What follows belongs to an exercise in optimizing a design on an open flow for small area; a production flow would make more cautious choices.
At most, simulation tests tie the RTL to the original design; equivalence was not proved.
No activity file was given, so power comes from the tool's default toggle rates.

## the baseline
==> flow/design.v (excerpt) <==
module finalproject(clk,rst,keypad_row,keypad_col,dot_row,dot_col,seven_seg);
Size in the first run: about 370 cells after synthesis, roughly 42 flip-flops, about 33 I/O pins, about 2600 um2 of cells after synthesis.
clock: 10.0 ns
lec_check: 0
cap_margin: 20
core_margin: 2
core_utilization: 40
place_density: 0.6
slew_margin: 20
standard.sh (not shown) runs the stock make flow with config.mk's settings and CLKGATE_MAP_FILE= SYNTH_SCRIPT=/design/flow/synth_recipe.tcl, a recipe that flattens the netlist after the stock synthesis.
==> flow/flow/run.sh <==
#!/bin/bash
# The standard layout (standard.sh), with these changes:
#  - synthesis maps the logic with an area-oriented ABC script (flow/abc_map.script) in place
#    of ORFS's speed script, and skips ORFS's half/full-adder extraction (extract_fa), so ABC
#    maps those gates too; everything else in synthesis is the standard flow's own script (synth_recipe.tcl),
#    registers included,
#  - port buffers are the smallest buffer cell (sky130_fd_sc_hd__buf_1),
#  - CTS inserts no dummy loads.
# The whole make output goes to standard_flow.log; ORFS keeps each step's log under orfs/logs.
set -euo pipefail
W=$PWD
cat > $W/flow_synth.tcl <<EOT
proc abc {args} {
  set i [lsearch -exact \$args -script]
  if {\$i >= 0} { set args [lreplace \$args [expr {\$i+1}] [expr {\$i+1}] $W/flow/abc_map.script] }
  yosys abc {*}\$args
}
proc extract_fa {args} {}
source $W/synth_recipe.tcl
EOT
bash standard.sh "SYNTH_SCRIPT=$W/flow_synth.tcl" \
  "BUFFER_PORTS_ARGS=-buffer_cell sky130_fd_sc_hd__buf_1" \
  "CTS_ARGS=-sink_clustering_enable -repair_clock_nets -dont_use_dummy_load" \
  finish > standard_flow.log 2>&1
==> flow/flow/abc_map.script <==
strash
dch -f
amap -m -A 10 -F 10
topo
The following lists how the candidate was set up differently from the baseline:
- swapping 40 for 25 in CORE_UTILIZATION
- swapping 0.6 for 0.45 in PLACE_DENSITY
==> comparison <==
Cmp the candidate vs the baseline: shortest period the worst path allows higher in the candidate
Die area, the candidate and the baseline, higher one = the candidate.
[the candidate vs the baseline] wire length: higher in the candidate
Synthesis-to-finish area growth ended up 2.9 points higher on the candidate than on the baseline.

========
## quartz
Another version of the RTL of finalproject (not shown whole).
Size: ~42 flip-flops.
Settings: LEC_CHECK=0, CAP_MARGIN=20, CORE_MARGIN=2, CORE_UTILIZATION=40, PLACE_DENSITY=0.6, SLEW_MARGIN=20; clock period 10.0 ns.
==> flow/flow/run.sh <==
#!/bin/bash
# The standard layout (standard.sh), with three changes:
#  - synthesis maps the logic with an area-oriented ABC script (flow/abc_map.script) in place of
#    ORFS's speed script; everything else in synthesis is the standard flow's own script (synth_recipe.tcl),
#  - port buffers are the smallest buffer cell,
#  - CTS inserts no dummy loads.
set -euo pipefail
W=$PWD
cat > $W/flow_synth.tcl <<EOT
proc abc {args} {
  set i [lsearch -exact \$args -script]
  if {\$i >= 0} { set args [lreplace \$args [expr {\$i+1}] [expr {\$i+1}] $W/flow/abc_map.script] }
  yosys abc {*}\$args
}
source $W/synth_recipe.tcl
EOT
bash standard.sh "SYNTH_SCRIPT=$W/flow_synth.tcl" \
  "BUFFER_PORTS_ARGS=-buffer_cell sky130_fd_sc_hd__buf_1" \
  "CTS_ARGS=-sink_clustering_enable -repair_clock_nets -dont_use_dummy_load" \
  finish > standard_flow.log 2>&1
==> flow/flow/abc_map.script <==
strash
&get -n
&dch -f
&nf -R 1000
&put
topo
For pepper, these inputs were changed with respect to quartz:
-- flow/flow/run.sh --
<<< quartz, line 19
  "CTS_ARGS=-sink_clustering_enable -repair_clock_nets -dont_use_dummy_load" \
>>> pepper, line 19
  "CTS_ARGS=-sink_clustering_enable -sink_clustering_size 50 -sink_clustering_max_diameter 400 -sink_clustering_levels 1 -buf_list sky130_fd_sc_hd__clkbuf_16 -root_buf sky130_fd_sc_hd__clkbuf_16 -repair_clock_nets -dont_use_dummy_load" \
[summary]
On final non-filler cell area, the higher figure sits with pepper, not quartz. [compare] base=quartz new=pepper: highest clock rate held, global-route wire length before repair held, minimum clock period after layout went down 0.0067 ns, first-iteration DRC count went up about 9%, sum of internal, switching and leakage power went up about 17%. Diff quartz..pepper | wire length | negligible.
Here is what was changed in the inputs of cedar compared with pepper.
-- flow/flow/run.sh --
<<< pepper, line 19
  "CTS_ARGS=-sink_clustering_enable -sink_clustering_size 50 -sink_clustering_max_diameter 400 -sink_clustering_levels 1 -buf_list sky130_fd_sc_hd__clkbuf_16 -root_buf sky130_fd_sc_hd__clkbuf_16 -repair_clock_nets -dont_use_dummy_load" \
>>> cedar, line 19
  "CTS_ARGS=-buf_list sky130_fd_sc_hd__clkbuf_16 -root_buf sky130_fd_sc_hd__clkbuf_16 -repair_clock_nets -dont_use_dummy_load" \
[summary]
cedar: flow completed, timing, DRC and antenna clean
Reported for cedar and pepper, total power turned out identical to the last digit.
Comparing pepper against cedar, there is no change at all in final sum of negative setup slack.
Comparing cedar against pepper, there is no change at all in wire length after detailed routing.
Taking pepper as the reference, in cedar number of buffers and inverters on the critical path closely matched the old numbers, hold slack closely matched the old numbers, final worst-path cycle share closely matched the old numbers.
### cedar -> ember
-- flow/flow/run.sh --
<<< cedar, line 19
  "CTS_ARGS=-buf_list sky130_fd_sc_hd__clkbuf_16 -root_buf sky130_fd_sc_hd__clkbuf_16 -repair_clock_nets -dont_use_dummy_load" \
>>> ember, line 19
  "CTS_ARGS=-sink_clustering_enable -repair_clock_nets -dont_use_dummy_load" \
==> flow/flow/abc_map.script <==
strash
dch -f
amap
topo
==> results.txt <==
Status | cedar and ember | clean. Number of nets in the finished design for ember: 22 up relative to cedar. [compare] base=cedar new=ember: total via count after detailed routing now sits higher, minimum hold slack went up, signed area change from the synthesized netlist to the final layout fell 2.2 points, share of the synthesized area in compound gates (AO/OA/AOI/OAI) saw little to no change. Compared ember against cedar; logic gate share of total power within noise.
No functional check of the RTL was part of any run of this note.

-- afterwards: timing with drivers on the ports --
In the flow no input, the clock included, has a driving cell. The finished layouts below were timed again as built, in two steps.
Step 1 sets driving cells, clkbuf_16 on the clock port and buf_2 on the other inputs (assumed; they add their load-dependent delay and slew).
Step 2 times the ports against the registers' clock, not the clock port: input delays grow and output delays shrink by t, the midpoint of the rising clock arrivals with the driver on.
Three values: no drivers, after step 1, after step 2; two values: the first two.
run | t (ns) | setup WS [ns] | latest minus earliest clock arrival (ns)
the baseline | 0.311 | 3.701 / 3.674 / 3.985 | 0.022 / 0.022
the candidate | 0.322 | 3.675 / 3.644 / 3.966 | 0.018 / 0.018
quartz | 0.321 | 3.807 / 3.779 / 4.100 | 0.020 / 0.020
pepper | 0.310 | 3.813 / 3.782 / 4.092 | 0.013 / 0.012
cedar | 0.310 | 3.813 / 3.782 / 4.092 | 0.013 / 0.012
ember | 0.319 | 3.295 / 3.265 / 3.584 | 0.026 / 0.026
After both steps setup and hold are still met in every run listed.
